Source: an optimization exercise on an open RTL-to-GDS flow (aim: small area, a short achievable clock period and few clock cycles per item). Production flows keep margins and buffers that such runs may drop. Function was checked by simulation only, so behaviour that the tests miss may differ from the original. The flow treats the clock pin as an ideal source. Dropping or thinning the clock tree relies on that and would not hold on a real chip. Power is estimated from default activity; no workload was simulated.

// fib_good
module fib_good #(
    parameter int INPUT_WIDTH = 6,
    parameter int OUTPUT_WIDTH = 32
) (
    input  logic                    clk,
    input  logic                    rst,
    input  logic                    go,
    input  logic [ INPUT_WIDTH-1:0] n,
    output logic [OUTPUT_WIDTH-1:0] result,
    output logic                    overflow,
    output logic                    done
);
clock: 5.0 ns
lec_check: 0
abc_area: 1
cap_margin: 20
core_margin: 2
core_utilization: 30
setup_slack_margin: 3.3
slew_margin: 20
standard.sh (not shown) runs the stock make flow with config.mk's settings and CLKGATE_MAP_FILE= SYNTH_SCRIPT=/design/flow/synth_recipe.tcl, a recipe that flattens the netlist after the stock synthesis.
==> flow/flow/run.sh <==
#!/bin/bash
# Own layout flow:
#  1. the standard synthesis (standard.sh synth), unchanged;
#  2. its combinational logic re-mapped by ABC (flow/remap.tcl, flow/remap.abc),
#     every flip-flop kept as synthesized, with its name and cell;
#  3. the standard floorplan and placement, with the delay cells
#     (dlymetal*, dlygate*, clkdlybuf*) added to the don't-use list;
#  4. a clock tree of one level, two clock buffers each driving half the flip-flops (flow/cts1.tcl)
#     in place of the standard clock tree synthesis, then timing repair;
#  5. the standard global and detailed routing and finishing.
# Each tool's output goes to a log file of its own in this folder.
set -euo pipefail
W=$PWD
R=$W/orfs/results/$FLOW_PLATFORM/fib_good/base
P=$FLOW_HOME/platforms/$FLOW_PLATFORM
LIB=$P/lib/sky130_fd_sc_hd__tt_025C_1v80.lib
DU="$(cat $W/flow/dont_use.txt)"

bash standard.sh synth > $W/1_standard_synth.log 2>&1
cp $R/1_2_yosys.v $W/standard_synth.v
IN=$W/standard_synth.v OUT=$R/1_2_yosys.v LIB=$LIB TOP=$FLOW_TOP \
  ABCSCRIPT=$W/flow/remap.abc yosys -c $W/flow/remap.tcl > $W/2_remap.log 2>&1
rm -f $R/1_synth.odb $R/1_synth.sdc

bash standard.sh "DONT_USE_CELLS=$DU" place > $W/3_place.log 2>&1

RESULTS_DIR=$R PLATFORM_DIR=$P LIB_FILE=$LIB DONT_USE="$DU" \
  CLKBUF=sky130_fd_sc_hd__clkbuf_16 NBUF=2 SETUP_SLACK_MARGIN=3.35 \
  openroad -no_init -exit $W/flow/cts1.tcl > $W/4_cts.log 2>&1

bash standard.sh "DONT_USE_CELLS=$DU" finish > $W/5_route_finish.log 2>&1
==> flow/flow/cts1.tcl <==
# Clock tree of one level: the clock port drives NBUF clock buffers, each
# placed at the centre of its cluster of flip-flops and driving their clock
# pins; the clusters come from a k-means split of the flip-flop positions.
# env: RESULTS_DIR, PLATFORM_DIR, LIB_FILE, DONT_USE, CLKBUF, NBUF, SETUP_SLACK_MARGIN
read_db $::env(RESULTS_DIR)/3_place.odb
read_liberty $::env(LIB_FILE)
read_sdc $::env(RESULTS_DIR)/3_place.sdc
source $::env(PLATFORM_DIR)/setRC.tcl
set_dont_use $::env(DONT_USE)

set block [ord::get_db_block]
set clk [$block findNet clk]
set master [[ord::get_db] findMaster $::env(CLKBUF)]
set k $::env(NBUF)

# clock pins and their positions
set pins {}
foreach it [$clk getITerms] {
  set bb [[$it getInst] getBBox]
  lappend pins [list $it [expr {([$bb xMin] + [$bb xMax]) / 2.0}] [expr {([$bb yMin] + [$bb yMax]) / 2.0}]]
}
set pins [lsort -real -index 1 $pins]
set n [llength $pins]
# initial centres: spread along x
set cx {}; set cy {}
for {set j 0} {$j < $k} {incr j} {
  set p [lindex $pins [expr {int(($j + 0.5) * $n / $k)}]]
  lappend cx [lindex $p 1]; lappend cy [lindex $p 2]
}
for {set iter 0} {$iter < 20} {incr iter} {
  set assign {}
  foreach p $pins {
    set best 0; set bd 1e30
    for {set j 0} {$j < $k} {incr j} {
      set d [expr {abs([lindex $p 1] - [lindex $cx $j]) + abs([lindex $p 2] - [lindex $cy $j])}]
      if {$d < $bd} { set bd $d; set best $j }
    }
    lappend assign $best
  }
  set sx [lrepeat $k 0.0]; set sy [lrepeat $k 0.0]; set sc [lrepeat $k 0]
  foreach p $pins a $assign {
    lset sx $a [expr {[lindex $sx $a] + [lindex $p 1]}]
    lset sy $a [expr {[lindex $sy $a] + [lindex $p 2]}]
    lset sc $a [expr {[lindex $sc $a] + 1}]
  }
  for {set j 0} {$j < $k} {incr j} {
    if {[lindex $sc $j] > 0} {
      lset cx $j [expr {[lindex $sx $j] / [lindex $sc $j]}]
      lset cy $j [expr {[lindex $sy $j] / [lindex $sc $j]}]
    }
  }
}
for {set j 0} {$j < $k} {incr j} {
  set buf [odb::dbInst_create $block $master clkbuf_root_$j]
  set net [odb::dbNet_create $block clknet_root_$j]
  $net setSigType CLOCK
  [$buf findITerm A] connect $clk
  [$buf findITerm X] connect $net
  $buf setLocation [expr {int([lindex $cx $j])}] [expr {int([lindex $cy $j])}]
  $buf setPlacementStatus PLACED
  lappend nets $net
}
foreach p $pins a $assign {
  set it [lindex $p 0]
  $it disconnect
  $it connect [lindex $nets $a]
}
puts "clock buffers: $k, pins per buffer: $sc"
detailed_placement
set_propagated_clock [all_clocks]
estimate_parasitics -placement
report_clock_latency
report_worst_slack -max
if {[info exists ::env(SETUP_SLACK_MARGIN)]} {
  repair_timing -setup_margin $::env(SETUP_SLACK_MARGIN) -repair_tns 100 -verbose
  detailed_placement
  estimate_parasitics -placement
}
report_worst_slack -max
report_worst_slack -min
report_checks -group_path_count 5 -format end
report_design_area
check_placement
write_db $::env(RESULTS_DIR)/4_1_cts.odb
write_sdc -no_timestamp $::env(RESULTS_DIR)/4_cts.sdc
Other scripts of this flow, unchanged in this note and not shown: flow/flow/dont_use.txt, flow/flow/remap.abc, flow/flow/remap.tcl
The starting point completed with no timing, DRC or antenna violations.
Testbench counts at the start, summed over its fixed seeds: cycles 4,800, items 2,400.
Rerun with:
CORE_UTILIZATION = 50   (was 30)
SETUP_SLACK_MARGIN = 3.2   (was 3.3)
After rerunning: The new run produced a clean layout. Sequential share of layout area rose by 1.5 points. Critical path depth drops by 3. Worst setup slack loses 0.049 ns. Final area shrinks by a few percent. Clock power stays flat.
Rerun with:
--- a/flow/flow/run.sh
+++ b/flow/flow/run.sh
@@ -7,3 +7,3 @@
 #     (dlymetal*, dlygate*, clkdlybuf*) added to the don't-use list;
-#  4. a clock tree of one level, two clock buffers each driving half the flip-flops (flow/cts1.tcl)
+#  4. a clock tree of one level, three clock buffers each driving a third of the flip-flops (flow/cts1.tcl)
 #     in place of the standard clock tree synthesis, then timing repair;
@@ -27,3 +27,3 @@
 RESULTS_DIR=$R PLATFORM_DIR=$P LIB_FILE=$LIB DONT_USE="$DU" \
-  CLKBUF=sky130_fd_sc_hd__clkbuf_16 NBUF=2 SETUP_SLACK_MARGIN=3.35 \
+  CLKBUF=sky130_fd_sc_hd__clkbuf_16 NBUF=3 SETUP_SLACK_MARGIN=3.25 \
   openroad -no_init -exit $W/flow/cts1.tcl > $W/4_cts.log 2>&1
CORE_UTILIZATION = 30   (was 50)
Result: The changed run finished clean; maximum frequency goes up by 1.4%; synthesized area is unchanged; design area rose by 2.4%; core utilization decreases by 22 points; clock skew increases by 0.010 ns; routed wire length goes up by 5.8%; die area climbs by 63%; hold slack gains 0.0074 ns; power grows by 4.4%.
Rerun with:
--- a/flow/flow/run.sh
+++ b/flow/flow/run.sh
@@ -27,3 +27,3 @@
 RESULTS_DIR=$R PLATFORM_DIR=$P LIB_FILE=$LIB DONT_USE="$DU" \
-  CLKBUF=sky130_fd_sc_hd__clkbuf_16 NBUF=3 SETUP_SLACK_MARGIN=3.25 \
+  CLKBUF=sky130_fd_sc_hd__clkbuf_8 NBUF=3 SETUP_SLACK_MARGIN=3.25 \
   openroad -no_init -exit $W/flow/cts1.tcl > $W/4_cts.log 2>&1
Effect:
- maximum frequency goes down slightly
- power came out lower by a little under a tenth
- worst setup slack gets worse by 0.032 ns
- cell area fell by a few percent
- clock power goes down by a quarter to a third
- sequential power hardly moves
- utilization is lower by 0.79 points
- routed wire length shrinks slightly
- register-to-register slack loses 0.03 ns
- flip-flop and latch count does not change
- global-route usage barely changes
In every run of this note, the design's own scripts or RTL, not TritonCTS, make the clock network.

==> separate check: timing with driven ports <==
How much do the figures lean on ideal ports? The routed layouts below were timed once more, with nothing changed but the port constraints.
Step 1: set_driving_cell puts a clkbuf_16 on clk and a buf_2 on each other input, an assumption about the parent block.
Step 2, shift: input delay + t, output delay - t, t = (earliest + latest rising clock arrival at the registers) / 2. This alone moves slack from input paths to output paths.
a / b / c = ideal ports / drivers / drivers and shift; a / b = the first two.
run | shift t [ns] | setup slack, ns | hold slack, ns | worst setup path at the end | cell pins on the clock port's net
the first run | 0.197 | 3.291 / 3.290 / 3.281 | 0.504 / 0.504 / 0.504 | input to register | 2
the second run | 0.196 | 3.242 / 3.242 / 3.242 | 0.505 / 0.505 / 0.505 | register to register | 2
the third run | 0.197 | 3.267 / 3.267 / 3.267 | 0.513 / 0.513 / 0.513 | register to register | 3
the fourth run | 0.199 | 3.235 / 3.235 / 3.235 | 0.519 / 0.519 / 0.519 | register to register | 3
After both steps setup and hold are still met in every run listed. The setup slack of the first run, which loses most, moves by -0.001 ns with the drivers and by -0.010 ns with both steps.
